This design comes from an exercise in tuning for small area on the open sky130 flow, not from production work.
The RTL was checked by simulation tests, not by an equivalence proof against the original design.
Power figures rest on the tool's default switching activity, not on a simulated workload.

==> flow/flow/run.sh <==
#!/bin/bash
# Standard ORFS layout, with: every combinational cell first set to the
# smallest cell of its family (repair upsizes where needed), a leaner clock
# tree (no dummy balancing loads, larger sink clusters) and the smallest
# buffer on each port.
set -euo pipefail
here=$(pwd)
export PRE_FLOORPLAN_TCL=$here/flow/downsize.tcl
export CTS_ARGS="-sink_clustering_enable -repair_clock_nets -dont_use_dummy_load -sink_clustering_size ${CTS_SIZE:-20} -sink_clustering_max_diameter ${CTS_DIAM:-60} -buf_list sky130_fd_sc_hd__clkbuf_8"
export BUFFER_PORTS_ARGS="-buffer_cell sky130_fd_sc_hd__buf_1"
bash standard.sh > standard.log 2>&1
==> flow/flow/downsize.tcl <==
# Resize every combinational cell to the smallest-area cell of its family
# (same name up to the drive suffix); timing and design repair later in the
# flow upsize where needed. Flip-flops, clock cells and tie cells are left.
set lib_area {}
set fam_best {}
foreach lib [get_libs *] {
  foreach cell [get_lib_cells [get_name $lib]/*] {
    set name [get_name $cell]
    if {![regexp {^(sky130_fd_sc_hd__[a-z0-9]+)_([0-9]+)$} $name -> fam drv]} { continue }
    if {[regexp {__(df|edf|sdf|sedf|dl|sdl|ebuf|einv)} $fam]} { continue }
    if {[regexp {clk|probe|lpflow|dly|conb|tap|fill|decap|diode} $fam]} { continue }
    set area [get_property $cell area]
    if {![dict exists $fam_best $fam]} {
      dict set fam_best $fam [list $name $area $drv]
    } else {
      lassign [dict get $fam_best $fam] bn ba bd
      if {$area < $ba - 1e-6 || (abs($area - $ba) < 1e-6 && $drv > $bd)} {
        dict set fam_best $fam [list $name $area $drv]
      }
    }
  }
}
set n 0
set before 0.0
set after 0.0
foreach inst [get_cells *] {
  set master [get_property $inst ref_name]
  if {![regexp {^(sky130_fd_sc_hd__[a-z0-9]+)_([0-9]+)$} $master -> fam drv]} { continue }
  if {![dict exists $fam_best $fam]} { continue }
  set best [lindex [dict get $fam_best $fam] 0]
  if {$best ne $master} {
    replace_cell $inst $best
    incr n
  }
}
puts "downsize: resized $n cells"
==> flow/standard.sh <==
#!/bin/bash
# synth_recipe.tcl (not shown) runs the flow's synth.tcl, then flattens the netlist and writes it again
# the make line also repeats each setting of config.mk as NAME=value (left out here)
make -C /OpenROAD-flow-scripts/flow DESIGN_CONFIG=/design/flow/config.mk WORK_HOME=/design/flow/orfs CLKGATE_MAP_FILE= SYNTH_SCRIPT=/design/flow/synth_recipe.tcl "${@:-finish}"
==> flow/config.mk <==
export PLATFORM = sky130hd
export DESIGN_NAME = rtop
export DESIGN_NICKNAME = rtop
export VERILOG_FILES = /design/flow/design.v
export SDC_FILE = /design/flow/constraint.sdc
export NUM_CORES = 4
export LEC_CHECK = 0
export CAP_MARGIN = 20
export CORE_MARGIN = 2
export CORE_UTILIZATION = 40
export SLEW_MARGIN = 20
export SYNTH_HIERARCHICAL = 1
==> flow/constraint.sdc <==
create_clock -name core_clock -period 5.0 [get_ports {clk}]
set_input_delay 1.0000 -clock core_clock [delete_from_list [all_inputs] [get_ports {clk}]]
set_output_delay 1.0000 -clock core_clock [all_outputs]
set_load 0.01 [all_outputs]
==> flow/design.v <==
module routerfifo(clk,rstn,re,we,din,softrst,empty,dout,full);
input clk,rstn,re,we,softrst;
input [7:0]din;
output empty,full;
output reg [7:0]dout;
reg [7:0] mem [0:15];
wire [4:0]wr_ptr,rd_ptr;
wire wr,ld;
wire [15:0]wsel,rsel;
wire [7:0]rdata;
fifoctl CTL(clk,!rstn||softrst,re,we,wr_ptr,rd_ptr,wr,ld,empty,full);
dec16 WDEC(wr,wr_ptr[3:0],wsel);
dec16 RDEC(ld,rd_ptr[3:0],rsel);
integer k;
always@(posedge clk)
	for(k=0;k<16;k=k+1)
		if(wsel[k])
			mem[k]<=din;
genvar b;
generate for(b=0;b<8;b=b+1) begin:RB
	sel16 SEL(rsel,{mem[15][b],mem[14][b],mem[13][b],mem[12][b],mem[11][b],mem[10][b],mem[9][b],mem[8][b],
	               mem[7][b],mem[6][b],mem[5][b],mem[4][b],mem[3][b],mem[2][b],mem[1][b],mem[0][b]},rdata[b]);
end endgenerate
always@(posedge clk)
	dout<=rdata;
endmodule
module fifoctl(clk,clr,re,we,wr_ptr,rd_ptr,wr,ld,empty,full);
input clk,clr,re,we;
output reg [4:0]wr_ptr,rd_ptr;
output wr,ld,empty,full;
wire rd;
wire [4:0]x;
wire e0,e1,zw,zr;
wire [4:0]wn,rn;
g_xor2 X0(wr_ptr[0],rd_ptr[0],x[0]);
g_xor2 X1(wr_ptr[1],rd_ptr[1],x[1]);
g_xor2 X2(wr_ptr[2],rd_ptr[2],x[2]);
g_xor2 X3(wr_ptr[3],rd_ptr[3],x[3]);
g_xor2 X4(wr_ptr[4],rd_ptr[4],x[4]);
g_nor3 E0(x[0],x[1],x[2],e0);
g_nor2 E1(x[3],x[4],e1);
g_and2 E2(e0,e1,empty);
g_nor4 F0(wr_ptr[0],wr_ptr[1],wr_ptr[2],wr_ptr[3],zw);
g_nor4 F1(rd_ptr[0],rd_ptr[1],rd_ptr[2],rd_ptr[3],zr);
g_and4b F2(rd_ptr[4],wr_ptr[4],zw,zr,full);
g_nor2b S0(full,we,wr);
g_nor2b S1(empty,re,rd);
g_nor3b S2(empty,clr,re,ld);
cnt5 WC(clr,wr,wr_ptr,wn);
cnt5 RC(clr,rd,rd_ptr,rn);
always@(posedge clk)
begin
	wr_ptr<=wn;
	rd_ptr<=rn;
end
endmodule
module cnt5(clr,en,b,n);
input clr,en;
input [4:0]b;
output [4:0]n;
wire nt1,t2,nt3,t4;
wire [4:0]q;
g_nand2 C1(en,b[0],nt1);
g_nor2b C2(nt1,b[1],t2);
g_nand2 C3(t2,b[2],nt3);
g_nor2b C4(nt3,b[3],t4);
g_xnor2 Q0(b[0],en,q[0]);
g_xor2 Q1(b[1],nt1,q[1]);
g_xnor2 Q2(b[2],t2,q[2]);
g_xor2 Q3(b[3],nt3,q[3]);
g_xnor2 Q4(b[4],t4,q[4]);
g_nor2 N0(clr,q[0],n[0]);
g_nor2 N1(clr,q[1],n[1]);
g_nor2 N2(clr,q[2],n[2]);
g_nor2 N3(clr,q[3],n[3]);
g_nor2 N4(clr,q[4],n[4]);
endmodule
module dec16(en,a,y);
input en;
input [3:0]a;
output [15:0]y;
wire [3:0]nl,nh;
predec2n L(a[1:0],nl);
predec2 H(en,a[3:2],nh);
genvar i,j;
generate for(i=0;i<4;i=i+1) begin:HI
	for(j=0;j<4;j=j+1) begin:LO
		g_nor2 N(nh[i],nl[j],y[4*i+j]);
	end
end endgenerate
endmodule
module predec2n(a,ny);
input [1:0]a;
output [3:0]ny;
assign ny[0]=!(a==2'd0);
assign ny[1]=!(a==2'd1);
assign ny[2]=!(a==2'd2);
assign ny[3]=!(a==2'd3);
endmodule
module predec2(en,a,ny);
input en;
input [1:0]a;
output [3:0]ny;
assign ny[0]=!(en&&a==2'd0);
assign ny[1]=!(en&&a==2'd1);
assign ny[2]=!(en&&a==2'd2);
assign ny[3]=!(en&&a==2'd3);
endmodule
module sel16(s,d,y);
input [15:0]s,d;
output y;
wire [5:0]n;
wire o0,o1;
g_a222oi A0(s[0],d[0],s[1],d[1],s[2],d[2],n[0]);
g_a222oi A1(s[3],d[3],s[4],d[4],s[5],d[5],n[1]);
g_a222oi A2(s[6],d[6],s[7],d[7],s[8],d[8],n[2]);
g_a222oi A3(s[9],d[9],s[10],d[10],s[11],d[11],n[3]);
g_a222oi A4(s[12],d[12],s[13],d[13],s[14],d[14],n[4]);
g_nand2 A5(s[15],d[15],n[5]);
g_nand3 B0(n[0],n[1],n[2],o0);
g_nand3 B1(n[3],n[4],n[5],o1);
g_or2 C0(o0,o1,y);
endmodule
module g_a222oi(a1,a2,b1,b2,c1,c2,y);
input a1,a2,b1,b2,c1,c2;
output y;
assign y=!(a1&&a2||b1&&b2||c1&&c2);
endmodule
module g_nand2(a,b,y);
input a,b;
output y;
assign y=!(a&&b);
endmodule
module g_nand3(a,b,c,y);
input a,b,c;
output y;
assign y=!(a&&b&&c);
endmodule
module g_nor2(a,b,y);
input a,b;
output y;
assign y=!(a||b);
endmodule
module g_or2(a,b,y);
input a,b;
output y;
assign y=a||b;
endmodule
module g_xor2(a,b,y);
input a,b;
output y;
assign y=a^b;
endmodule
module g_xnor2(a,b,y);
input a,b;
output y;
assign y=!(a^b);
endmodule
module g_nor3(a,b,c,y);
input a,b,c;
output y;
assign y=!(a||b||c);
endmodule
module g_nor4(a,b,c,d,y);
input a,b,c,d;
output y;
assign y=!(a||b||c||d);
endmodule
module g_and2(a,b,y);
input a,b;
output y;
assign y=a&&b;
endmodule
module g_and4b(an,b,c,d,y);
input an,b,c,d;
output y;
assign y=!an&&b&&c&&d;
endmodule
module g_nor2b(a,bn,y);
input a,bn;
output y;
assign y=!a&&bn;
endmodule
module g_nor3b(a,b,cn,y);
input a,b,cn;
output y;
assign y=!a&&!b&&cn;
endmodule
module fsm_r(clk,rstn,pkt_valid,low_pkt_valid,sftrst,fifo_full,fifo_empty0,fifo_empty1,fifo_empty2,parity_done,din,busy,detect_add,ld_state,laf_state,we_reg,rst_int_reg,lfd_state);
input clk,rstn,pkt_valid,low_pkt_valid,sftrst,fifo_full,fifo_empty0,fifo_empty1,fifo_empty2,parity_done;
input [1:0]din;
output busy,detect_add,ld_state,laf_state,we_reg,rst_int_reg,lfd_state;
parameter DECODE_ADDR=3'b000,
	  LOAD_FIRST_DATA=3'b001,
	  WAIT_TILL_EMPTY=3'b010,
	  LOAD_DATA=3'b011,
	  LOAD_PARITY=3'b100,
	  FIFO_FULL_STATE=3'b101,
	  LOAD_AFTER_FULL=3'b110,
	  CHECK_PARITY_ERROR=3'b111;
reg [1:0]addr;
reg [2:0]state,nxt;
always @(posedge clk)
	if(!rstn)
		addr<=0;
	else
		addr<=din;
always@(posedge clk)
	if(!rstn||sftrst)
		state<=DECODE_ADDR;
	else
		state<=nxt;
wire empty_din=(din==2'd0)?fifo_empty0:(din==2'd1)?fifo_empty1:fifo_empty2;
wire empty_addr=(addr==2'd0)?fifo_empty0:(addr==2'd1)?fifo_empty1:(addr==2'd2)?fifo_empty2:1'b0;
always@(*)
begin
	nxt=DECODE_ADDR;
	case(state)
		DECODE_ADDR:
			if(pkt_valid&&din!=2'd3)
				nxt=empty_din?LOAD_FIRST_DATA:WAIT_TILL_EMPTY;
		LOAD_FIRST_DATA:nxt=LOAD_DATA;
		WAIT_TILL_EMPTY:
			nxt=empty_addr?LOAD_FIRST_DATA:WAIT_TILL_EMPTY;
		LOAD_DATA:
			if(fifo_full)
				nxt=FIFO_FULL_STATE;
			else if(!pkt_valid)
				nxt=LOAD_PARITY;
			else
				nxt=LOAD_DATA;
		LOAD_PARITY:nxt=CHECK_PARITY_ERROR;
		FIFO_FULL_STATE:
			nxt=fifo_full?FIFO_FULL_STATE:LOAD_AFTER_FULL;
		LOAD_AFTER_FULL:
			if(parity_done)
				nxt=DECODE_ADDR;
			else if(low_pkt_valid)
				nxt=LOAD_PARITY;
			else
				nxt=LOAD_DATA;
		CHECK_PARITY_ERROR:
			nxt=fifo_full?FIFO_FULL_STATE:DECODE_ADDR;
	endcase
end
assign lfd_state=(state==LOAD_FIRST_DATA);
assign detect_add=(state==DECODE_ADDR);
assign ld_state=(state==LOAD_DATA);
assign laf_state=(state==LOAD_AFTER_FULL);
assign we_reg=(state==LOAD_DATA)||(state==LOAD_PARITY)||(state==LOAD_AFTER_FULL);
assign rst_int_reg=(state==CHECK_PARITY_ERROR);
assign busy=!((state==DECODE_ADDR)||(state==LOAD_DATA));
endmodule
module registerR(clk,rstn,pkt_valid,din,fifo_full,rst_int_reg,detect_add,ld_state,laf_state,lfd_state,parity_done,low_pkt_valid,error,dout);
input clk,rstn,pkt_valid,fifo_full,rst_int_reg,detect_add,ld_state,laf_state,lfd_state;
input [7:0]din;
output reg parity_done,low_pkt_valid,error;
output reg [7:0]dout;
reg [7:0]internal_parity;
reg parity_mismatch;
wire [7:0]x=internal_parity^din;
always@(posedge clk)
	if(lfd_state)
		dout<=internal_parity;
	else if(ld_state?!fifo_full:!pkt_valid)
		dout<=din;
always@(posedge clk)
	if(!rstn||rst_int_reg)
		low_pkt_valid<=0;
	else if(ld_state&&!pkt_valid)
		low_pkt_valid<=1;
always@(posedge clk)
	if(detect_add)
		internal_parity<=din;
	else if(lfd_state&&!pkt_valid)
		internal_parity<=0;
	else if(ld_state&&pkt_valid)
		internal_parity<=x;
always@(posedge clk)
	parity_mismatch<=|x;
always@(posedge clk)
	if(!rstn||detect_add)
		parity_done<=0;
	else
		parity_done<=(ld_state&&!pkt_valid&&!fifo_full)||(laf_state&&!parity_done&&low_pkt_valid);
always@(posedge clk)
	error<=rstn&&parity_done&&parity_mismatch;
endmodule
module synch(clk,rstn,we_reg,det_addr,re0,re1,re2,empty0,empty1,empty2,full0,full1,full2,din,wr_enb,fifo_full,vld0,vld1,vld2,sft0,sft1,sft2);
input clk,rstn,we_reg,det_addr,re0,re1,re2,empty0,empty1,empty2,full0,full1,full2;
input [1:0]din;
output vld0,vld1,vld2;
output sft0,sft1,sft2;
output fifo_full;
output [2:0]wr_enb;
reg [1:0]fifo_addr;
always@(posedge clk)
	if(!rstn)
		fifo_addr<=0;
	else if(det_addr)
		fifo_addr<=din;
assign wr_enb={we_reg&&fifo_addr==2'd2,we_reg&&fifo_addr==2'd1,we_reg&&fifo_addr==2'd0};
assign fifo_full=(fifo_addr==2'd0)?full0:(fifo_addr==2'd1)?full1:(fifo_addr==2'd2)?full2:1'b0;
assign vld0=!empty0;
assign vld1=!empty1;
assign vld2=!empty2;
timeout T0(clk,rstn,vld0,re0,sft0);
timeout T1(clk,rstn,vld1,re1,sft1);
timeout T2(clk,rstn,vld2,re2,sft2);
endmodule
module timeout(clk,rstn,vld,re,sft);
input clk,rstn,vld,re;
output reg sft;
reg [4:0]count;
wire hit=(count[4]|count[2]|count[1]|count[0])==1'b0;
always@(posedge clk)
	if(!rstn||!vld||re||hit)
		count<=5'b00001;
	else
		count<={count[3:0],count[4]^count[2]};
always@(posedge clk)
	sft<=rstn&&vld&&!re&&hit;
endmodule
module rtop(clk,rstn,re0,re1,re2,din,pkt_valid,dout0,dout1,dout2,vld0,vld1,vld2,error,busy);
input clk,rstn,re0,re1,re2,pkt_valid;
input [7:0]din;
output vld0,vld1,vld2,error,busy;
output [7:0]dout0,dout1,dout2;
wire [2:0]we_enb;
wire [7:0]dout;
wire empty0,empty1,empty2,full0,full1,full2;
wire sft0,sft1,sft2;
wire detect_add,ld_state,laf_state,we_reg,rst_int_reg,lfd_state;
wire low_pkt_valid,parity_done,fifo_full;
fsm_r FSM(clk,rstn,pkt_valid,low_pkt_valid,sft0||sft1||sft2,fifo_full,empty0,empty1,empty2,parity_done,din[1:0],busy,detect_add,ld_state,laf_state,we_reg,rst_int_reg,lfd_state);
synch SYNC(clk,rstn,we_reg,detect_add,re0,re1,re2,empty0,empty1,empty2,full0,full1,full2,din[1:0],we_enb,fifo_full,vld0,vld1,vld2,sft0,sft1,sft2);
routerfifo FIFO_0(clk,rstn,re0,we_enb[0],dout,sft0,empty0,dout0,full0);
routerfifo FIFO_1(clk,rstn,re1,we_enb[1],dout,sft1,empty1,dout1,full1);
routerfifo FIFO_2(clk,rstn,re2,we_enb[2],dout,sft2,empty2,dout2,full2);
registerR REGISTER(clk,rstn,pkt_valid,din,fifo_full,rst_int_reg,detect_add,ld_state,laf_state,lfd_state,parity_done,low_pkt_valid,error,dout);
endmodule
==> impl_metrics.env, run 1 <==
export IMPL_run_status="complete, no violations"
export IMPL_hp_class="reg -> reg"
export IMPL_critical_path_endpoint_type="register"
export IMPL_total_detailed_routing_wirelength_mm=39.01
export IMPL_place_gp_congestion=0.8316
export IMPL_wl_per_cell_um=21.60
export IMPL_number_of_antenna_cells_inserted=0
export IMPL_report_final_slew_viol_count=0
export IMPL_cts_tree="built"
export IMPL_drt_pass1_iterations=6
export IMPL_clock_latency_of_the_later_clocked_register_in_the_worst_skew_pair_ns=0.59
export IMPL_io_pin_count=43
export IMPL_worst_r2r_startpoint="FSM.state[0]$_SDFF_PP0_"
export IMPL_ctsHtreeMaxLevel=2
export IMPL_via_count=10100
export IMPL_buffer_ports_inserted=42
export IMPL_worst_setup_hold_path_clk_slew_ns=0.11
export IMPL_place_worst_setup_slack_ns=0.8113
export IMPL_leakagePower_nw=6.180
export IMPL_layout_drive_gt1_share_pct=9.061
export IMPL_drt_iter0_markers=1249
export IMPL_cts_setup_buffers=0
export IMPL_detailed_place_hpwl_mm=24.41
export IMPL_fin_skew_ns=0.07920
export IMPL_drv_max_cap_violation_count=0
export IMPL_setup_violations_final=0
export IMPL_max_vdd_ir_drop_mv=0.1814
export IMPL_grt_total_usage_pct=16.71
export IMPL_timing_critical_path_arrival_ns=3.80
export IMPL_actual_transition_at_the_worst_max_transition_pin_ns=0.9484
export IMPL_post_cts_resized=0
export IMPL_antenna_found_initial=0
export IMPL_setup_repair_after_global_routing_missed_its_margin="false"
export IMPL_nets=1233
export IMPL_grt_overflow=0
export IMPL_critical_path_startpoint_type="register"
export IMPL_max_slew_headroom_at_the_worst_pin_pct=36.54
export IMPL_worstSetupPathType="reg -> reg"
export IMPL_timing_final_ws_setup_ns=1.400
export IMPL_maxClockFrequency_ghz=0.2778
export IMPL_crit_reg2reg_capture="FIFO_1.mem[3][5]$_DFFE_PP_"
export IMPL_cts_max_path_buffers=3
export IMPL_nFillCells=3892
export IMPL_ratio_of_final_minimum_period_to_clock_period_pct=72.00
export IMPL_die_height_um=215.7
export IMPL_fin_crit_ns=3.600
export IMPL_yosysWarnings=13
export IMPL_timing_setup_tns_ns=0
export IMPL_die_width_um=215.7
export IMPL_holdBufCountCts=0
export IMPL_cts_made_buffers=34
export IMPL_hold_viol=0
export IMPL_timing_reg2reg_worst_path_depth=7
export IMPL_grt_pass1_vias=9910
export IMPL_floorplan_die_area_mm2=0.04651
export IMPL_detail_route_vias_per_cell=5.590
export IMPL_worst_ep_required_time_ns=5.20
export IMPL_placementRows=77
export IMPL_grt_pass1_wl_mm=59.89
export IMPL_core_mm2=0.04422
export IMPL_critical_path_endpoint="FIFO_1.mem[3][5]$_DFFE_PP_"
export IMPL_post_route_drc_count=0
export IMPL_mappedNetlistNets=1150
export IMPL_crit_start="FSM.state[0]$_SDFF_PP0_"
export IMPL_route_antenna_remaining_nets=0
export IMPL_root_buf_cell="sky130_fd_sc_hd__clkbuf_8"
export IMPL_cts_sinks=483
export IMPL_critical_path_max_fanout=14
export IMPL_power_density_mw_per_mm2=400.4
export IMPL_netlist_instances=1133
export IMPL_setup_reg_to_reg_worst_slack_ns=1.40
export IMPL_largest_net_degree_at_the_start_of_global_routing=49
export IMPL_initial_utilization_pct=40.53
## layout make-up
type | instances | area [µm²] | area share (%)
flip-flops and latches | 483 | 13670 | 70.67
multi-input cells | 629 | 4169 | 21.55
well taps | 592 | 740.7 | 3.828
clock buffers | 34 | 467.9 | 2.419
repair buffers | 53 | 240.2 | 1.242
inverters | 15 | 56.30 | 0.2910
## metrics by stage
step | total power, mW | utilization (%) | std cells | hold slack (ns) | instance area [µm²]
final | 7.746 | 43.75 | 1806 | 0.4107 | 19350
after global routing | 8.067 | 43.75 | 1806 | 0.4266 | 19350
after CTS | 7.818 | 43.75 | 1806 | 0.4145 | 19350
after detailed placement | 6.089 | 42.69 | 1772 | 0.4347 | 18880
after global placement | 6.057 | 42.69 | 1772 | 0.4251 | 18880
after floorplan | 5.622 | - | 1133 | 0.4213 | 17920
## metal layers
metal  global-route usage (%)  part of all wire, %  up-vias
met3                    2.861                  5.9       47
met5                        0                    0        -
met4                    4.000                  1.8        0
li1                         -                    -     4656
met2                    27.50                   48      314
met1                    23.20                   44     5079
## cell usage in the layout (no fill, tap or decap), types with 8 or more instances in the layout
cell type                  count
sky130_fd_sc_hd__dfxtp_1      83
sky130_fd_sc_hd__nor3b_1       8
sky130_fd_sc_hd__nand3b_1     19
sky130_fd_sc_hd__clkbuf_8     34
sky130_fd_sc_hd__o21bai_1     10
sky130_fd_sc_hd__nand2_1      50
sky130_fd_sc_hd__buf_1        42
sky130_fd_sc_hd__nor2_1      133
sky130_fd_sc_hd__xor2_1       27
sky130_fd_sc_hd__or2_2        31
sky130_fd_sc_hd__nor3_1        9
sky130_fd_sc_hd__buf_4        11
sky130_fd_sc_hd__nor2b_1      34
sky130_fd_sc_hd__mux2_2        8
sky130_fd_sc_hd__and3_1        9
sky130_fd_sc_hd__inv_2        15
sky130_fd_sc_hd__edfxtp_1    400
sky130_fd_sc_hd__a22o_1        8
sky130_fd_sc_hd__nand3_1      55
sky130_fd_sc_hd__or3b_2        9
sky130_fd_sc_hd__a222oi_1    120
sky130_fd_sc_hd__nor4_1       10
sky130_fd_sc_hd__xnor2_1      18
sky130_fd_sc_hd__nand2b_1     17
sky130_fd_sc_hd__and2_1       11
## flip-flops by register name, summed over array words and instances (netlist names), 8 cells and up
| name | count |
|---|---|
| REGISTER.dout | 8 |
| FIFO_2.mem | 128 |
| FIFO_0.mem | 128 |
| FIFO_1.mem | 128 |
| FIFO_1.dout | 8 |
| FIFO_2.dout | 8 |
| FIFO_0.dout | 8 |
| REGISTER.internal_parity | 8 |
## how the worst min path moves through the flow
stage / startpoint / endpoint / slack [ns] / cells after the start
final: SYNC.T0.count[1]$_SDFF_PP0_ / SYNC.T0.count[2]$_SDFF_PP0_ / 0.41 / 1
after global routing: SYNC.T2.count[1]$_SDFF_PP0_ / SYNC.T2.count[2]$_SDFF_PP0_ / 0.43 / 1
after CTS: SYNC.T0.count[1]$_SDFF_PP0_ / SYNC.T0.count[2]$_SDFF_PP0_ / 0.41 / 1
after detailed placement: SYNC.T0.count[1]$_SDFF_PP0_ / SYNC.T0.count[2]$_SDFF_PP0_ / 0.43 / 1
after global placement: SYNC.T0.count[1]$_SDFF_PP0_ / SYNC.T0.count[2]$_SDFF_PP0_ / 0.43 / 1
after floorplan: SYNC.T0.count[1]$_SDFF_PP0_ / SYNC.T0.count[2]$_SDFF_PP0_ / 0.42 / 1
## critical path, cell delays in order, from the launching register on
cell and delay (ns):
sky130_fd_sc_hd__dfxtp_1 0.61, sky130_fd_sc_hd__nand2_1 0.14, sky130_fd_sc_hd__nor2_1 0.36, sky130_fd_sc_hd__a21o_1 0.20, sky130_fd_sc_hd__and3b_1 0.21, sky130_fd_sc_hd__nor2b_1 0.42, sky130_fd_sc_hd__or3b_2 0.55, sky130_fd_sc_hd__nor2_1 0.74
## power breakdown
group / switching [mW] / internal [mW]
Sequential: 0.101 / 4.87
Combinational: 0.735 / 0.267
Clock: 1.16 / 0.617
==> run 2, diff against run 1 <==
--- a/flow/design.v
+++ b/flow/design.v
@@ -191,26 +191,23 @@
 input [1:0]din;
 output busy,detect_add,ld_state,laf_state,we_reg,rst_int_reg,lfd_state;
 parameter DECODE_ADDR=3'b000,
-	  LOAD_FIRST_DATA=3'b001,
+	  LOAD_FIRST_DATA=3'b011,
 	  WAIT_TILL_EMPTY=3'b010,
-	  LOAD_DATA=3'b011,
-	  LOAD_PARITY=3'b100,
-	  FIFO_FULL_STATE=3'b101,
-	  LOAD_AFTER_FULL=3'b110,
-	  CHECK_PARITY_ERROR=3'b111;
+	  LOAD_DATA=3'b100,
+	  LOAD_PARITY=3'b101,
+	  FIFO_FULL_STATE=3'b110,
+	  LOAD_AFTER_FULL=3'b111,
+	  CHECK_PARITY_ERROR=3'b001;
 reg [1:0]addr;
 reg [2:0]state,nxt;
 always @(posedge clk)
-	if(!rstn)
-		addr<=0;
-	else
-		addr<=din;
+	addr<=din;
 always@(posedge clk)
 	if(!rstn||sftrst)
 		state<=DECODE_ADDR;
 	else
 		state<=nxt;
-wire empty_din=(din==2'd0)?fifo_empty0:(din==2'd1)?fifo_empty1:fifo_empty2;
+wire empty_din=din[1]?fifo_empty2:din[0]?fifo_empty1:fifo_empty0;
 wire empty_addr=(addr==2'd0)?fifo_empty0:(addr==2'd1)?fifo_empty1:(addr==2'd2)?fifo_empty2:1'b0;
 always@(*)
 begin
@@ -295,12 +292,10 @@
 output [2:0]wr_enb;
 reg [1:0]fifo_addr;
 always@(posedge clk)
-	if(!rstn)
-		fifo_addr<=0;
-	else if(det_addr)
+	if(det_addr)
 		fifo_addr<=din;
-assign wr_enb={we_reg&&fifo_addr==2'd2,we_reg&&fifo_addr==2'd1,we_reg&&fifo_addr==2'd0};
-assign fifo_full=(fifo_addr==2'd0)?full0:(fifo_addr==2'd1)?full1:(fifo_addr==2'd2)?full2:1'b0;
+assign wr_enb={we_reg&&fifo_addr[1],we_reg&&fifo_addr[0],we_reg&&fifo_addr==2'd0};
+assign fifo_full=fifo_addr[1]?full2:fifo_addr[0]?full1:full0;
 assign vld0=!empty0;
 assign vld1=!empty1;
 assign vld2=!empty2;
==> flow/flow/run.sh (replaced) <==
#!/bin/bash
# Standard ORFS layout, with: every combinational cell first set to the
# smallest cell of its family (repair upsizes where needed), a leaner clock
# tree (no dummy balancing loads, larger sink clusters) and the smallest
# buffer on each port.
set -euo pipefail
here=$(pwd)
export PRE_FLOORPLAN_TCL=$here/flow/downsize.tcl
export CTS_ARGS="-sink_clustering_enable -repair_clock_nets -dont_use_dummy_load -sink_clustering_size ${CTS_SIZE:-30} -sink_clustering_max_diameter ${CTS_DIAM:-100}"
export BUFFER_PORTS_ARGS="-buffer_cell sky130_fd_sc_hd__buf_1"
bash standard.sh > standard.log 2>&1
--- a/flow/config.mk
+++ b/flow/config.mk
@@ -7,6 +7,6 @@
 export LEC_CHECK = 0
 export CAP_MARGIN = 20
 export CORE_MARGIN = 2
-export CORE_UTILIZATION = 40
+export CORE_UTILIZATION = 65
 export SLEW_MARGIN = 20
 export SYNTH_HIERARCHICAL = 1
==> impl_metrics.env, run 2 <==
export IMPL_holdCritStartpoint="SYNC.T1.count[1]$_SDFF_PP0_"
export IMPL_holdPathStages=1
export IMPL_via_count=10070
export IMPL_critical_path_max_stage_delay_ns=0.55
export IMPL_yosysWarnings=13
export IMPL_wl_per_cell_um=23.99
export IMPL_crit_slowest_cell="sky130_fd_sc_hd__nor3b_1"
export IMPL_timing_critical_path_arrival_ns=3.97
export IMPL_max_vdd_ir_drop_mv=0.3249
export IMPL_clock_latency_of_the_later_clocked_register_in_the_worst_skew_pair_ns=0.53
export IMPL_cts_made_buffers=20
export IMPL_holdBufCountCts=0
export IMPL_cts_tree="built"
export IMPL_worstSetupPathType="in -> reg"
export IMPL_critical_path_startpoint_type="input pin"
export IMPL_grt_total_usage_pct=25.69
export IMPL_grt_pass1_wl_mm=55.64
export IMPL_cts_max_path_buffers=3
export IMPL_fin_worst_hold_slack_ns=0.4576
export IMPL_hold_viol=0
export IMPL_reg_top3="FIFO_0.mem: 128 flops, FIFO_1.mem: 128 flops, FIFO_2.mem: 128 flops"
export IMPL_timing_reg2reg_worst_path_depth=6
export IMPL_floorplan_die_area_mm2=0.02874
export IMPL_fin_crit_ns=3.474
export IMPL_cts_sinks=483
export IMPL_io_pin_count=43
export IMPL_layout_common_cells="sky130_fd_sc_hd__edfxtp_1 (402), sky130_fd_sc_hd__nor2_1 (136), sky130_fd_sc_hd__a222oi_1 (120)"
export IMPL_largest_net_degree_at_the_start_of_global_routing=49
export IMPL_detailed_place_hpwl_mm=22.70
export IMPL_setup_repair_after_global_routing_missed_its_margin="false"
export IMPL_nets=1201
export IMPL_worstHoldEndpoint="SYNC.T1.count[2]$_SDFF_PP0_"
export IMPL_core_mm2=0.02695
export IMPL_setup_reg_to_reg_worst_slack_ns=1.88
export IMPL_timing_final_ws_setup_ns=1.526
export IMPL_crit_reg2reg_capture="FIFO_0.mem[3][3]$_DFFE_PP_"
export IMPL_place_worst_setup_slack_ns=1.062
export IMPL_detail_route_vias_per_cell=6.612
export IMPL_finished_layout_cell_area_mm2=0.01893
export IMPL_drv_max_cap_violation_count=0
export IMPL_placed_cell_area_mm2=0.01843
export IMPL_die_width_um=169.5
export IMPL_post_route_drc_count=0
export IMPL_antenna_found_initial=0
export IMPL_worst_setup_hold_path_clk_slew_ns=0.11
export IMPL_critical_path_max_fanout=13
export IMPL_drt_iter0_markers=1483
export IMPL_post_layout_total_power_mw=6.912
export IMPL_max_slew_headroom_at_the_worst_pin_pct=40.72
export IMPL_actual_transition_at_the_worst_max_transition_pin_ns=0.8859
export IMPL_crit_path_cell_trace="buf_1 -> nand2b_1 -> nor3b_1 -> or3b_2 -> nor2_1 -> a222oi_1 -> nand3_1 -> or2_2"
export IMPL_setup_violations_final=0
export IMPL_drt_pass1_iterations=6
export IMPL_leakagePower_nw=6.120
export IMPL_power_density_mw_per_mm2=365.1
export IMPL_ctsHtreeMaxLevel=1
export IMPL_ratio_of_final_minimum_period_to_clock_period_pct=69.49
export IMPL_total_detailed_routing_wirelength_mm=36.54
export IMPL_critical_path_endpoint_type="register"
export IMPL_post_cts_resized=0
export IMPL_layout_drive_gt1_share_pct=7.868
export IMPL_place_gp_congestion=0.8224
export IMPL_hp_class="reg -> reg"
export IMPL_worst_r2r_startpoint="FSM.state[2]$_SDFF_PP0_"
export IMPL_maxClockFrequency_ghz=0.2878
export IMPL_grt_pass1_vias=9732
export IMPL_grt_overflow=0
export IMPL_buffer_ports_inserted=42
export IMPL_number_of_antenna_cells_inserted=0
export IMPL_die_height_um=169.5
export IMPL_placementRows=60
export IMPL_initial_utilization_pct=66.07
export IMPL_route_antenna_remaining_nets=0
export IMPL_layout_commonest_cell="sky130_fd_sc_hd__edfxtp_1"
export IMPL_netlist_instances=1117
export IMPL_fin_skew_ns=0.07029
export IMPL_root_buf_cell="sky130_fd_sc_hd__clkbuf_16"
export IMPL_timing_setup_tns_ns=0
export IMPL_cts_setup_buffers=0
export IMPL_run_status="complete, no violations"
export IMPL_report_final_slew_viol_count=0
export IMPL_worst_ep_required_time_ns=5.50
export IMPL_mappedNetlistNets=1134
==> run 2: power by group <==
part | switching, mW | internal (mW)
Sequential | 0.0667 | 4.53
Combinational | 0.340 | 0.153
Clock | 1.10 | 0.724
Total | 1.51 | 5.41
==> run 2: worst max path at each step <==
stage	startpoint	end	slack, ns	depth (start not counted)
floorplan	rstn	FIFO_0.dout[0]$_DFF_P_	2.28	7
global placement	rstn	FIFO_1.dout[5]$_DFF_P_	1.16	8
detailed placement	rstn	FIFO_1.dout[5]$_DFF_P_	1.06	8
CTS	rstn	FIFO_1.dout[5]$_DFF_P_	1.62	8
global route	rstn	FIFO_1.dout[4]$_DFF_P_	1.35	8
finish	rstn	FIFO_1.dout[5]$_DFF_P_	1.53	8
==> run 2: area by class of cell <==
class	instances	area, µm²
inverters	16	60.06
well taps	341	426.7
fillers	1777	8018
flip-flops and latches	483	13690
clock buffers	20	500.5
repair buffers	50	217.7
multi-input cells	613	4035
==> run 2: metrics by stage <==
step / instances / utilization, %
6_report: 1523 / 70.25
5_1_grt: 1523 / 70.25
4_1_cts: 1523 / 70.25
3_5_place_dp: 1503 / 68.39
3_3_place_gp: 1503 / 68.39
2_1_floorplan: 1117 / -
==> run 2: layer usage <==
metal / wire length, µm / GRT usage [%] / vias to the layer above
met3: 2898 / 3.335 / 37
met4: 557 / 4.682 / 0
met2: 17320 / 41.40 / 460
met1: 15770 / 38.82 / 5001
li1: - / - / 4572
met5: 0 / 0 / -
==> run 2: worst max-delay path: cells and delay by family <==
| kind | cells | cell delay (ns) |
|---|---|---|
| simple gates | 6 | 2.29 |
| compound gates | 1 | 0.24 |
| buf+inv | 1 | 0.43 |
==> run 3, diff against run 2 <==
--- a/flow/config.mk
+++ b/flow/config.mk
@@ -7,6 +7,6 @@
 export LEC_CHECK = 0
 export CAP_MARGIN = 20
 export CORE_MARGIN = 2
-export CORE_UTILIZATION = 65
+export CORE_UTILIZATION = 40
 export SLEW_MARGIN = 20
 export SYNTH_HIERARCHICAL = 1
==> impl_metrics.env, run 3 <==
export IMPL_run_status="complete, no violations"
export IMPL_die_width_um=215.0
export IMPL_clock_latency_of_the_later_clocked_register_in_the_worst_skew_pair_ns=0.54
export IMPL_mappedNetlistNets=1134
export IMPL_place_inst=1758
export IMPL_floorplan_die_area_mm2=0.04622
export IMPL_setup_repair_after_global_routing_missed_its_margin="false"
export IMPL_layout_commonest_cell="sky130_fd_sc_hd__edfxtp_1"
export IMPL_critical_path_max_fanout=8
export IMPL_via_count=9992
export IMPL_yosysWarnings=13
export IMPL_ctsHtreeMaxLevel=1
export IMPL_worst_setup_hold_path_clk_slew_ns=0.11
export IMPL_largest_net_degree_at_the_start_of_global_routing=49
export IMPL_cts_tree="built"
export IMPL_top_layer="met4"
export IMPL_final_cell_count_no_fill=1778
export IMPL_fin_skew_ns=0.05320
export IMPL_die_height_um=215.0
export IMPL_number_of_antenna_cells_inserted=0
export IMPL_cts_max_path_buffers=3
export IMPL_timing_critical_path_arrival_ns=3.34
export IMPL_ratio_of_final_minimum_period_to_clock_period_pct=63.45
export IMPL_hold_viol=0
export IMPL_report_final_slew_viol_count=0
export IMPL_grt_pass1_vias=9549
export IMPL_timing_setup_tns_ns=0
export IMPL_layout_common_cells="sky130_fd_sc_hd__edfxtp_1 (402), sky130_fd_sc_hd__nor2_1 (136), sky130_fd_sc_hd__a222oi_1 (120)"
export IMPL_buffer_ports_inserted=42
export IMPL_actual_transition_at_the_worst_max_transition_pin_ns=0.8992
export IMPL_placementRows=77
export IMPL_drt_iter0_markers=1677
export IMPL_crit_path_cell_trace="inv_2 -> a21oi_1 -> nor3b_1 -> nor2b_1 -> or3b_2 -> nor2_1"
export IMPL_cts_made_buffers=20
export IMPL_root_buf_cell="sky130_fd_sc_hd__clkbuf_16"
export IMPL_fin_worst_hold_slack_ns=0.3994
export IMPL_nFillCells=3925
export IMPL_worst_path_dominant_cell_family="simple AND/OR/NAND/NOR gates"
export IMPL_power_density_mw_per_mm2=360.3
export IMPL_wl_per_cell_um=21.77
export IMPL_wl_met3_mm=1.997
export IMPL_layout_drive_gt1_share_pct=8.179
export IMPL_timing_final_ws_setup_ns=1.827
export IMPL_worstSetupPathType="reg -> reg"
export IMPL_place_worst_setup_slack_ns=1.308
export IMPL_grt_overflow=0
export IMPL_holdBufCountCts=0
export IMPL_m1WireLength_mm=17.76
export IMPL_core_mm2=0.04412
export IMPL_worst_ep_required_time_ns=5.17
export IMPL_grt_total_usage_pct=16.37
export IMPL_initial_utilization_pct=40.36
export IMPL_leakagePower_nw=6.140
export IMPL_final_seq_area_mm2=0.01369
export IMPL_drv_max_cap_violation_count=0
export IMPL_cts_setup_buffers=0
export IMPL_antenna_found_initial=0
export IMPL_drt_pass1_iterations=7
export IMPL_critical_path_endpoint_type="register"
export IMPL_critical_path_max_stage_delay_ns=0.65
export IMPL_buf_inv_stages_crit_path=1
export IMPL_maxClockFrequency_ghz=0.3152
export IMPL_io_pin_count=43
export IMPL_hp_class="reg -> reg"
export IMPL_critical_path_startpoint_type="register"
export IMPL_cts_sinks=483
export IMPL_route_antenna_remaining_nets=0
export IMPL_nets=1205
export IMPL_multi_input_area_mm2=0.004035
export IMPL_netlist_instances=1117
export IMPL_place_gp_congestion=0.8748
export IMPL_max_vdd_ir_drop_mv=0.1979
export IMPL_post_route_drc_count=0
export IMPL_crit_slowest_cell="sky130_fd_sc_hd__nor2_1"
export IMPL_max_slew_headroom_at_the_worst_pin_pct=39.83
export IMPL_grt_pass1_wl_mm=58.37
export IMPL_setup_violations_final=0
export IMPL_wire_length_on_met2_mm=18.22
export IMPL_fin_crit_ns=3.173
export IMPL_detail_route_vias_per_cell=5.620
export IMPL_total_detailed_routing_wirelength_mm=38.70
export IMPL_post_cts_resized=0
export IMPL_reg_top3="FIFO_0.mem: 128 flops, FIFO_1.mem: 128 flops, FIFO_2.mem: 128 flops"
export IMPL_detailed_place_hpwl_mm=24.60
[run 3: path summary, 6_finish.rpt]
path	start	end	slack [ns]	cells after the start
worst min-delay path	SYNC.T1.count[3]$_SDFF_PP0_	SYNC.T1.count[4]$_SDFF_PP0_	0.40	1
worst max register to register	FSM.state[2]$_SDFF_PP0_	FIFO_0.mem[3][5]$_DFFE_PP_	1.83	6
worst min register to register	SYNC.T1.count[3]$_SDFF_PP0_	SYNC.T1.count[4]$_SDFF_PP0_	0.40	1
worst max-delay path	FSM.state[2]$_SDFF_PP0_	FIFO_0.mem[3][5]$_DFFE_PP_	1.83	6
[run 3: power breakdown]
group	internal (mW)	switching (mW)	leakage [nW]
logic	0.159	0.347	1.61
clock network	0.725	1.12	0.246
registers	4.53	0.0685	4.29
[run 3: cell type report]
type	count	area share (%)
tap	592	3.842
multi-input combinational	613	20.93
clock buffer	20	2.596
inverter	16	0.3115
timing repair buffer	54	1.285
sequential	483	71.03
[run 3: per-layer routing]
layer	vias up	global-route usage [%]
met3	40	2.052
met2	312	26.34
met5	-	0
met1	5064	24.04
met4	0	3.310
li1	4576	-
[run 3: worst reg2reg max path, stage by stage (launching register included)]
cell and delay [ns]:
sky130_fd_sc_hd__dfxtp_1 0.50, sky130_fd_sc_hd__inv_2 0.11, sky130_fd_sc_hd__a21oi_1 0.20, sky130_fd_sc_hd__nor3b_1 0.34, sky130_fd_sc_hd__nor2b_1 0.47, sky130_fd_sc_hd__or3b_2 0.54
sky130_fd_sc_hd__nor2_1 0.65
[run 3: per-stage QoR]
stage	utilization, %	instance area [µm²]	power [mW]
global placement	42.55	18780	5.191
CTS	43.69	19280	7.005
detailed placement	42.55	18780	5.205
floorplan	-	17810	4.985
finish	43.69	19280	6.946
global route	43.69	19280	7.192
==> run 4, diff against run 3 <==
--- a/flow/design.v
+++ b/flow/design.v
@@ -255,26 +255,31 @@
 output reg [7:0]dout;
 reg [7:0]internal_parity;
 reg parity_mismatch;
-wire [7:0]x=internal_parity^din;
+wire [7:0]x,ip_d,dout_d;
+wire m0,m1,mismatch;
+wire nlfd=!lfd_state;
+genvar i;
+generate for(i=0;i<8;i=i+1) begin:B
+	g_xor2 X(internal_parity[i],din[i],x[i]);
+	g_a22o P(detect_add,din[i],ld_state,x[i],ip_d[i]);
+	g_a22o D(lfd_state,internal_parity[i],nlfd,din[i],dout_d[i]);
+end endgenerate
+g_nor4 M0(x[0],x[1],x[2],x[3],m0);
+g_nor4 M1(x[4],x[5],x[6],x[7],m1);
+g_nand2 M2(m0,m1,mismatch);
 always@(posedge clk)
-	if(lfd_state)
-		dout<=internal_parity;
-	else if(ld_state?!fifo_full:!pkt_valid)
-		dout<=din;
+	if(lfd_state||(ld_state?!fifo_full:!pkt_valid))
+		dout<=dout_d;
+always@(posedge clk)
+	if(detect_add||(lfd_state&&!pkt_valid)||(ld_state&&pkt_valid))
+		internal_parity<=ip_d;
 always@(posedge clk)
 	if(!rstn||rst_int_reg)
 		low_pkt_valid<=0;
 	else if(ld_state&&!pkt_valid)
 		low_pkt_valid<=1;
 always@(posedge clk)
-	if(detect_add)
-		internal_parity<=din;
-	else if(lfd_state&&!pkt_valid)
-		internal_parity<=0;
-	else if(ld_state&&pkt_valid)
-		internal_parity<=x;
-always@(posedge clk)
-	parity_mismatch<=|x;
+	parity_mismatch<=mismatch;
 always@(posedge clk)
 	if(!rstn||detect_add)
 		parity_done<=0;
@@ -283,6 +288,11 @@
 always@(posedge clk)
 	error<=rstn&&parity_done&&parity_mismatch;
 endmodule
+module g_a22o(a1,a2,b1,b2,y);
+input a1,a2,b1,b2;
+output y;
+assign y=a1&&a2||b1&&b2;
+endmodule
 module synch(clk,rstn,we_reg,det_addr,re0,re1,re2,empty0,empty1,empty2,full0,full1,full2,din,wr_enb,fifo_full,vld0,vld1,vld2,sft0,sft1,sft2);
 input clk,rstn,we_reg,det_addr,re0,re1,re2,empty0,empty1,empty2,full0,full1,full2;
 input [1:0]din;
@@ -307,14 +317,28 @@
 input clk,rstn,vld,re;
 output reg sft;
 reg [4:0]count;
-wire hit=(count[4]|count[2]|count[1]|count[0])==1'b0;
+wire hit,fb,load0,load;
+wire [4:0]d;
+g_nor4 H(count[4],count[2],count[1],count[0],hit);
+g_or3b L0(!vld,re,rstn,load0);
+g_or2 L1(load0,hit,load);
+g_xor2 F(count[4],count[2],fb);
+g_or2 D0(load,fb,d[0]);
+g_nor2b D1(load,count[0],d[1]);
+g_nor2b D2(load,count[1],d[2]);
+g_nor2b D3(load,count[2],d[3]);
+g_nor2b D4(load,count[3],d[4]);
+always@(posedge clk)
+	count<=d;
+wire sft_d;
+g_nor2b S(load0,hit,sft_d);
 always@(posedge clk)
-	if(!rstn||!vld||re||hit)
-		count<=5'b00001;
-	else
-		count<={count[3:0],count[4]^count[2]};
-always@(posedge clk)
-	sft<=rstn&&vld&&!re&&hit;
+	sft<=sft_d;
+endmodule
+module g_or3b(a,b,cn,y);
+input a,b,cn;
+output y;
+assign y=a||b||!cn;
 endmodule
 module rtop(clk,rstn,re0,re1,re2,din,pkt_valid,dout0,dout1,dout2,vld0,vld1,vld2,error,busy);
 input clk,rstn,re0,re1,re2,pkt_valid;
==> flow/config.mk (replaced) <==
export PLATFORM = sky130hd
export DESIGN_NAME = rtop
export DESIGN_NICKNAME = rtop
export VERILOG_FILES = /design/flow/design.v
export SDC_FILE = /design/flow/constraint.sdc
export NUM_CORES = 4
export LEC_CHECK = 0
export CAP_MARGIN = 0
export CORE_MARGIN = 2
export CORE_UTILIZATION = 65
export SLEW_MARGIN = 0
export SYNTH_HIERARCHICAL = 1
==> impl_metrics.env, run 4 <==
export IMPL_cts_made_buffers=20
export IMPL_largest_net_degree_at_the_start_of_global_routing=49
export IMPL_run_status="complete, no violations"
export IMPL_detail_route_vias_per_cell=6.595
export IMPL_mappedNetlistNets=1106
export IMPL_grt_overflow=0
export IMPL_floorplan_die_area_mm2=0.02849
export IMPL_critical_path_max_fanout=11
export IMPL_setup_repair_after_global_routing_missed_its_margin="false"
export IMPL_total_detailed_routing_wirelength_mm=36.39
export IMPL_initial_utilization_pct=65.86
export IMPL_layout_common_cells="sky130_fd_sc_hd__edfxtp_1 (402), sky130_fd_sc_hd__nor2_1 (135), sky130_fd_sc_hd__a222oi_1 (120)"
export IMPL_max_slew_headroom_at_the_worst_pin_pct=37.12
export IMPL_critical_path_startpoint_type="input pin"
export IMPL_report_final_slew_viol_count=0
export IMPL_buf_inv_stages_crit_path=1
export IMPL_die_width_um=168.8
export IMPL_ctsHtreeMaxLevel=1
export IMPL_antenna_found_initial=0
export IMPL_hold_viol=0
export IMPL_route_antenna_remaining_nets=0
export IMPL_reg_top3="FIFO_0.mem: 128 flops, FIFO_1.mem: 128 flops, FIFO_2.mem: 128 flops"
export IMPL_layout_drive_gt1_share_pct=7.672
export IMPL_ratio_of_final_minimum_period_to_clock_period_pct=67.72
export IMPL_crit_slowest_cell="sky130_fd_sc_hd__nor3b_1"
export IMPL_grt_total_usage_pct=25.81
export IMPL_crit_start="rstn"
export IMPL_root_buf_cell="sky130_fd_sc_hd__clkbuf_16"
export IMPL_detailed_place_hpwl_mm=22.94
export IMPL_fin_skew_ns=0.07418
export IMPL_place_gp_congestion=0.8243
export IMPL_cts_tree="built"
export IMPL_leakagePower_nw=6.057
export IMPL_worst_r2r_startpoint="FIFO_1.CTL.rd_ptr[0]$_DFF_P_"
export IMPL_maxClockFrequency_ghz=0.2953
export IMPL_wl_met3_mm=2.616
export IMPL_drt_pass1_iterations=8
export IMPL_drt_iter0_markers=1488
export IMPL_actual_transition_at_the_worst_max_transition_pin_ns=0.9397
export IMPL_grt_pass1_vias=9374
export IMPL_max_vdd_ir_drop_mv=0.3432
export IMPL_io_pin_count=43
export IMPL_final_util_pct=70.10
export IMPL_post_cts_resized=0
export IMPL_timing_critical_path_arrival_ns=3.88
export IMPL_fin_crit_ns=3.386
export IMPL_holdCritStartpoint="SYNC.T0.count[3]$_DFF_P_"
export IMPL_m1WireLength_mm=15.36
export IMPL_layout_commonest_cell="sky130_fd_sc_hd__edfxtp_1"
export IMPL_grt_pass1_wl_mm=55.35
export IMPL_clock_latency_of_the_later_clocked_register_in_the_worst_skew_pair_ns=0.54
export IMPL_timing_setup_tns_ns=0
export IMPL_holdBufCountCts=0
export IMPL_wl_per_cell_um=24.24
export IMPL_hp_class="reg -> reg"
export IMPL_cts_setup_buffers=0
export IMPL_worst_ep_required_time_ns=5.49
export IMPL_buffer_ports_inserted=42
export IMPL_worst_setup_hold_path_clk_slew_ns=0.10
export IMPL_nets=1176
export IMPL_cts_sinks=483
export IMPL_via_count=9899
export IMPL_netlist_instances=1092
export IMPL_critical_path_max_stage_delay_ns=0.57
export IMPL_placementRows=60
export IMPL_setup_violations_final=0
export IMPL_power_density_mw_per_mm2=366.0
export IMPL_drv_max_cap_violation_count=0
export IMPL_number_of_antenna_cells_inserted=0
export IMPL_yosysWarnings=13
export IMPL_fin_worst_hold_slack_ns=0.3630
export IMPL_die_height_um=168.8
export IMPL_worst_path_dominant_cell_family="simple AND/OR/NAND/NOR gates"
export IMPL_post_route_drc_count=0
export IMPL_post_layout_total_power_mw=6.877
export IMPL_worstSetupPathType="in -> reg"
export IMPL_wire_length_on_met2_mm=17.74
export IMPL_critical_path_endpoint_type="register"
export IMPL_cts_max_path_buffers=3
export IMPL_crit_path_cell_trace="buf_1 -> nand2b_1 -> nor3b_1 -> or3b_2 -> nor2_1 -> a222oi_1 -> nand3_1 -> or2_2"
export IMPL_top_layer="met4"
export IMPL_core_mm2=0.02680
## run 4: metal layers
layer	GRT usage (%)	vias to the layer above
li1	-	4494
met1	38.97	4935
met2	41.93	430
met3	2.876	40
met4	4.948	0
met5	0	-
## run 4: worst paths after layout
path | end | slack [ns] | depth (start not counted)
min | SYNC.T0.count[4]$_DFF_P_ | 0.36 | 1
max reg2reg | FIFO_1.dout[2]$_DFF_P_ | 1.90 | 9
max | FIFO_1.dout[2]$_DFF_P_ | 1.61 | 8
min reg2reg | SYNC.T0.count[4]$_DFF_P_ | 0.36 | 1
## run 4: through the flow
step                cells  area [µm²]  worst slack [ns]
floorplan            1092       17650             2.275
global placement     1481       18290             1.192
detailed placement   1481       18290             1.057
CTS                  1501       18790             1.638
global route         1501       18790             1.350
finish               1501       18790             1.614
## run 4: where the power goes
| group | internal, mW | leakage (nW) | switching (mW) |
|---|---|---|---|
| sequential | 4.53 | 4.29 | 0.0670 |
| combinational | 0.133 | 1.52 | 0.326 |
| clock | 0.723 | 0.246 | 1.09 |
| total | 5.39 | 6.06 | 1.49 |
## run 4: area by class of cell
cell class,instances,area [µm²]
Sequential cell,483,13690
Clock buffer,20,500.5
Timing Repair Buffer,50,217.7
Inverter,12,45.04
Tap cell,341,426.7
Multi-Input combinational cell,595,3905
Fill cell,1846,8013
==> run 5, diff against run 4 <==
--- a/flow/config.mk
+++ b/flow/config.mk
@@ -5,8 +5,8 @@
 export SDC_FILE = /design/flow/constraint.sdc
 export NUM_CORES = 4
 export LEC_CHECK = 0
-export CAP_MARGIN = 0
+export CAP_MARGIN = 20
 export CORE_MARGIN = 2
 export CORE_UTILIZATION = 65
-export SLEW_MARGIN = 0
+export SLEW_MARGIN = 20
 export SYNTH_HIERARCHICAL = 1
==> impl_metrics.env, run 5 <==
export IMPL_max_vdd_ir_drop_mv=0.3432
export IMPL_via_count=9899
export IMPL_place_gp_congestion=0.8243
export IMPL_floorplan_die_area_mm2=0.02849
export IMPL_nets=1176
export IMPL_critical_path_startpoint_type="input pin"
export IMPL_buffer_ports_inserted=42
export IMPL_cts_made_buffers=20
export IMPL_placementRows=60
export IMPL_setup_violations_final=0
export IMPL_total_detailed_routing_wirelength_mm=36.39
export IMPL_run_status="complete, no violations"
export IMPL_cts_sinks=483
export IMPL_layout_commonest_cell="sky130_fd_sc_hd__edfxtp_1"
export IMPL_netlist_instances=1092
export IMPL_drv_max_cap_violation_count=0
export IMPL_drt_pass1_iterations=8
export IMPL_holdBufCountCts=0
export IMPL_core_mm2=0.02680
export IMPL_grt_overflow=0
export IMPL_drt_iter0_markers=1488
export IMPL_critical_path_max_fanout=11
export IMPL_total_switching_power_mw=1.487
export IMPL_largest_net_degree_at_the_start_of_global_routing=49
export IMPL_buf_inv_stages_crit_path=1
export IMPL_grt_total_usage_pct=25.81
export IMPL_crit_slowest_cell="sky130_fd_sc_hd__nor3b_1"
export IMPL_root_buf_cell="sky130_fd_sc_hd__clkbuf_16"
export IMPL_grt_pass1_vias=9374
export IMPL_worst_path_dominant_cell_family="simple AND/OR/NAND/NOR gates"
export IMPL_worstSetupPathType="in -> reg"
export IMPL_antenna_found_initial=0
export IMPL_ratio_of_final_minimum_period_to_clock_period_pct=67.72
export IMPL_hold_viol=0
export IMPL_report_final_slew_viol_count=0
export IMPL_layout_drive_gt1_share_pct=7.672
export IMPL_number_of_antenna_cells_inserted=0
export IMPL_detail_route_vias_per_cell=6.595
export IMPL_timing_setup_tns_ns=0
export IMPL_critical_path_endpoint_type="register"
export IMPL_route_antenna_remaining_nets=0
export IMPL_combPwrFrac_pct=6.7
export IMPL_cts_setup_buffers=0
export IMPL_cts_tree="built"
export IMPL_io_pin_count=43
export IMPL_setup_repair_after_global_routing_missed_its_margin="false"
export IMPL_reg_top3="FIFO_0.mem: 128 flops, FIFO_1.mem: 128 flops, FIFO_2.mem: 128 flops"
export IMPL_final_util_pct=70.10
export IMPL_cellInternalPower_mw=5.389
export IMPL_grt_pass1_wl_mm=55.35
export IMPL_timing_critical_path_arrival_ns=3.88
export IMPL_cts_max_path_buffers=3
export IMPL_leakagePower_nw=6.057
export IMPL_wl_per_cell_um=24.24
export IMPL_power_density_mw_per_mm2=366.0
export IMPL_detailed_place_hpwl_mm=22.94
export IMPL_max_slew_headroom_at_the_worst_pin_pct=37.12
export IMPL_setup_reg_to_reg_worst_slack_ns=1.90
export IMPL_hp_class="reg -> reg"
export IMPL_clock_share_of_power_pct=26.4
export IMPL_mappedNetlistNets=1106
export IMPL_die_width_um=168.8
export IMPL_fin_skew_ns=0.07418
export IMPL_layout_common_cells="sky130_fd_sc_hd__edfxtp_1 (402), sky130_fd_sc_hd__nor2_1 (135), sky130_fd_sc_hd__a222oi_1 (120)"
export IMPL_ctsHtreeMaxLevel=1
export IMPL_clock_latency_of_the_later_clocked_register_in_the_worst_skew_pair_ns=0.54
export IMPL_post_route_drc_count=0
export IMPL_post_cts_resized=0
export IMPL_actual_transition_at_the_worst_max_transition_pin_ns=0.9397
export IMPL_fin_crit_ns=3.386
export IMPL_worst_ep_required_time_ns=5.49
export IMPL_crit_path_cell_trace="buf_1 -> nand2b_1 -> nor3b_1 -> or3b_2 -> nor2_1 -> a222oi_1 -> nand3_1 -> or2_2"
export IMPL_maxClockFrequency_ghz=0.2953
export IMPL_p_sw_share_pct=21.63
export IMPL_die_height_um=168.8
export IMPL_yosysWarnings=13
export IMPL_worst_setup_hold_path_clk_slew_ns=0.10
export IMPL_critical_path_max_stage_delay_ns=0.57
export IMPL_initial_utilization_pct=65.86
export IMPL_seqPwrFrac_pct=66.9
## run 5: layout make-up
type	count	area, µm²
Sequential cell	483	13690
Fill cell	1846	8013
Tap cell	341	426.7
Timing Repair Buffer	50	217.7
Clock buffer	20	500.5
Multi-Input combinational cell	595	3905
Inverter	12	45.04
## run 5: through the flow
| stage | hold slack [ns] | setup slack [ns] | total power [mW] | cell area [µm²] | instances |
|---|---|---|---|---|---|
| 2_1_floorplan | 0.4138 | 2.275 | 4.962 | 17650 | 1092 |
| 3_3_place_gp | 0.4175 | 1.192 | 5.141 | 18290 | 1481 |
| 3_5_place_dp | 0.4316 | 1.057 | 5.149 | 18290 | 1481 |
| 4_1_cts | 0.3646 | 1.638 | 6.898 | 18790 | 1501 |
| 5_1_grt | 0.3610 | 1.350 | 7.085 | 18790 | 1501 |
| 6_report | 0.3630 | 1.614 | 6.877 | 18790 | 1501 |
## run 5: layer usage
layer / global-route usage [%] / wire, µm / up-vias
met5: 0 / 0 / -
met3: 2.876 / 2616 / 40
met2: 41.93 / 17740 / 430
met4: 4.948 / 677 / 0
li1: - / - / 4494
met1: 38.97 / 15360 / 4935
## run 5: power groups by stage
stage | sequential [mW] | clock [mW] | combinational (mW)
after CTS | 4.60 | 1.84 | 0.459
after global placement | 4.69 | 0 | 0.451
final | 4.60 | 1.82 | 0.458
after floorplan | 4.73 | 0 | 0.232
after global routing | 4.61 | 1.97 | 0.505
after detailed placement | 4.69 | 0 | 0.458
## run 5: final timing paths
path,startpoint,endpoint,depth (start not counted)
worst max-delay path,rstn,FIFO_1.dout[2]$_DFF_P_,8
worst min-delay path,SYNC.T0.count[3]$_DFF_P_,SYNC.T0.count[4]$_DFF_P_,1
worst max register to register,FIFO_1.CTL.rd_ptr[0]$_DFF_P_,FIFO_1.dout[2]$_DFF_P_,9
worst min register to register,SYNC.T0.count[3]$_DFF_P_,SYNC.T0.count[4]$_DFF_P_,1
==> run 6, diff against run 5 <==
--- a/flow/design.v
+++ b/flow/design.v
@@ -110,7 +110,7 @@
 input [15:0]s,d;
 output y;
 wire [5:0]n;
-wire o0,o1;
+wire o0;
 g_a222oi A0(s[0],d[0],s[1],d[1],s[2],d[2],n[0]);
 g_a222oi A1(s[3],d[3],s[4],d[4],s[5],d[5],n[1]);
 g_a222oi A2(s[6],d[6],s[7],d[7],s[8],d[8],n[2]);
@@ -118,8 +118,7 @@
 g_a222oi A4(s[12],d[12],s[13],d[13],s[14],d[14],n[4]);
 g_nand2 A5(s[15],d[15],n[5]);
 g_nand3 B0(n[0],n[1],n[2],o0);
-g_nand3 B1(n[3],n[4],n[5],o1);
-g_or2 C0(o0,o1,y);
+g_nand4b B1(o0,n[3],n[4],n[5],y);
 endmodule
 module g_a222oi(a1,a2,b1,b2,c1,c2,y);
 input a1,a2,b1,b2,c1,c2;
@@ -186,6 +185,11 @@
 output y;
 assign y=!a&&!b&&cn;
 endmodule
+module g_nand4b(an,b,c,d,y);
+input an,b,c,d;
+output y;
+assign y=!(!an&&b&&c&&d);
+endmodule
 module fsm_r(clk,rstn,pkt_valid,low_pkt_valid,sftrst,fifo_full,fifo_empty0,fifo_empty1,fifo_empty2,parity_done,din,busy,detect_add,ld_state,laf_state,we_reg,rst_int_reg,lfd_state);
 input clk,rstn,pkt_valid,low_pkt_valid,sftrst,fifo_full,fifo_empty0,fifo_empty1,fifo_empty2,parity_done;
 input [1:0]din;
==> impl_metrics.env, run 6 <==
export IMPL_run_status="complete, no violations"
export IMPL_initial_utilization_pct=65.82
export IMPL_worstSetupPathType="in -> reg"
export IMPL_buf_inv_stages_crit_path=1
export IMPL_worst_path_dominant_cell_family="simple AND/OR/NAND/NOR gates"
export IMPL_leakagePower_nw=5.873
export IMPL_fin_skew_ns=0.07693
export IMPL_setup_violations_final=0
export IMPL_worst_ep_required_time_ns=5.47
export IMPL_crit_slowest_cell="sky130_fd_sc_hd__nor3b_1"
export IMPL_cts_setup_buffers=0
export IMPL_clock_latency_of_the_later_clocked_register_in_the_worst_skew_pair_ns=0.55
export IMPL_setup_repair_after_global_routing_missed_its_margin="false"
export IMPL_fin_crit_ns=3.337
export IMPL_nFillCells=1789
export IMPL_netlist_instances=1068
export IMPL_critical_path_endpoint_type="register"
export IMPL_post_cts_resized=0
export IMPL_hold_viol=0
export IMPL_die_height_um=168.5
export IMPL_timing_reg2reg_worst_path_depth=9
export IMPL_io_pin_count=43
export IMPL_die_width_um=168.5
export IMPL_hp_class="reg -> reg"
export IMPL_floorplan_die_area_mm2=0.02839
export IMPL_yosysWarnings=13
export IMPL_mappedNetlistNets=1082
export IMPL_reg_top3="FIFO_0.mem: 128 flops, FIFO_1.mem: 128 flops, FIFO_2.mem: 128 flops"
export IMPL_via_count=9793
export IMPL_timing_critical_path_arrival_ns=3.81
export IMPL_crit_start="rstn"
export IMPL_worst_r2r_startpoint="FIFO_0.CTL.rd_ptr[0]$_DFF_P_"
export IMPL_max_slew_headroom_at_the_worst_pin_pct=38.07
export IMPL_layout_commonest_cell="sky130_fd_sc_hd__edfxtp_1"
export IMPL_holdCritStartpoint="SYNC.T0.count[3]$_DFF_P_"
export IMPL_drv_max_cap_violation_count=0
export IMPL_number_of_antenna_cells_inserted=0
export IMPL_post_route_drc_count=0
export IMPL_holdPathStages=1
export IMPL_crit_path_cell_trace="buf_1 -> nand2b_1 -> nor3b_1 -> or3b_2 -> nor2_1 -> a222oi_1 -> nand3_1 -> nand4b_1"
export IMPL_report_final_slew_viol_count=0
export IMPL_layout_common_cells="sky130_fd_sc_hd__edfxtp_1 (402), sky130_fd_sc_hd__nor2_1 (135), sky130_fd_sc_hd__a222oi_1 (120)"
export IMPL_maxClockFrequency_ghz=0.2997
export IMPL_cts_max_path_buffers=3
export IMPL_fin_worst_hold_slack_ns=0.3581
export IMPL_grt_pass1_vias=9485
export IMPL_nets=1152
export IMPL_grt_pass1_wl_mm=54.83
export IMPL_cts_tree="built"
export IMPL_crit_cells=8
export IMPL_route_antenna_remaining_nets=0
export IMPL_antenna_found_initial=0
export IMPL_root_buf_cell="sky130_fd_sc_hd__clkbuf_16"
export IMPL_largest_net_degree_at_the_start_of_global_routing=49
export IMPL_holdBufCountCts=0
export IMPL_drt_iter0_markers=1489
export IMPL_wl_per_cell_um=24.40
export IMPL_total_detailed_routing_wirelength_mm=36.04
export IMPL_max_vdd_ir_drop_mv=0.3049
export IMPL_buffer_ports_inserted=42
export IMPL_actual_transition_at_the_worst_max_transition_pin_ns=0.9255
export IMPL_worst_setup_hold_path_clk_slew_ns=0.11
export IMPL_ratio_of_final_minimum_period_to_clock_period_pct=66.73
export IMPL_detail_route_vias_per_cell=6.630
export IMPL_timing_setup_tns_ns=0
export IMPL_critical_path_max_fanout=11
export IMPL_layout_drive_gt1_share_pct=5.722
export IMPL_grt_total_usage_pct=25.48
export IMPL_cts_sinks=483
export IMPL_critical_path_max_stage_delay_ns=0.57
export IMPL_place_gp_congestion=0.8601
export IMPL_ctsHtreeMaxLevel=1
export IMPL_detailed_place_hpwl_mm=22.65
export IMPL_power_density_mw_per_mm2=367.3
export IMPL_drt_pass1_iterations=6
export IMPL_core_mm2=0.02673
export IMPL_cts_made_buffers=20
export IMPL_placementRows=60
export IMPL_critical_path_startpoint_type="input pin"
export IMPL_grt_overflow=0
==> run 6: worst paths after layout <==
kind	to	slack [ns]
max reg2reg	FIFO_0.dout[3]$_DFF_P_	1.92
max	FIFO_0.dout[3]$_DFF_P_	1.66
min reg2reg	SYNC.T0.count[4]$_DFF_P_	0.36
min	SYNC.T0.count[4]$_DFF_P_	0.36
==> run 6: final cells by class <==
type                            count  area, µm²  share of cell area [%]
Sequential cell                   483      13690                   73.12
Inverter                           12      45.04                  0.2405
Timing Repair Buffer               50      217.7                   1.162
Tap cell                          341      426.7                   2.278
Clock buffer                       20      500.5                   2.672
Multi-Input combinational cell    571       3845                   20.53
==> run 6: per-stage QoR <==
step,worst slack [ns],util (%),std cells,power [mW],cell area (µm²)
final,1.663,70.07,1477,6.879,18730
after detailed placement,1.097,68.20,1457,5.157,18230
after global routing,1.381,70.07,1477,7.059,18730
after global placement,1.171,68.20,1457,5.144,18230
after floorplan,2.265,-,1068,4.962,17590
after CTS,1.670,70.07,1477,6.906,18730
==> run 6: per-layer routing <==
layer	global-route usage [%]	wire, µm	share of wire (%)	vias to the layer above
met5	0	0	0	-
met4	6.672	979	2.7	0
met3	2.525	2299	6.4	67
met2	42.53	17590	49	407
met1	36.90	15180	42	4873
li1	-	-	-	4446
==> run 6: worst register-to-register path: cells and delay by family, from the launching register on <==
family          cells  cell delay [ns]
compound gates      1             0.24
xor+xnor            1             0.18
flops               1             0.55
simple gates        7             2.05
==> run 6: report_power, final <==
group	leakage, nW	switching, mW	internal [mW]
clock network	0.246	1.09	0.723
logic	1.34	0.339	0.132
registers	4.29	0.0589	4.53
total	5.87	1.49	5.39

==> separate check: timing with driven ports <==
In the flow no input, the clock included, has a driving cell. The finished layouts below were timed again as built, in two steps.
Step 1: set_driving_cell puts a clkbuf_16 on clk and a buf_2 on each other input, an assumption about the parent block.
Step 2, shift: input delay + t, output delay - t, t = (earliest + latest rising clock arrival at the registers) / 2. This alone moves slack from input paths to output paths.
Three values: ideal ports, drivers, drivers and shift; two values: the first two.
run | t, ns | setup slack, ns | cell pins on the clock port's net
run 1 | 0.607 | 1.400 / 1.400 / 0.812 | 1
run 2 | 0.555 | 1.526 / 1.554 / 0.998 | 1
run 3 | 0.564 | 1.827 / 1.827 / 1.283 | 1
run 4 | 0.551 | 1.614 / 1.641 / 1.090 | 1
run 5 | 0.551 | 1.614 / 1.641 / 1.090 | 1
run 6 | 0.556 | 1.663 / 1.689 / 1.133 | 1
After both steps every run listed still meets setup and hold. The setup slack of run 1, which loses most, moves by 0.000 ns with the drivers and by -0.588 ns with both steps.
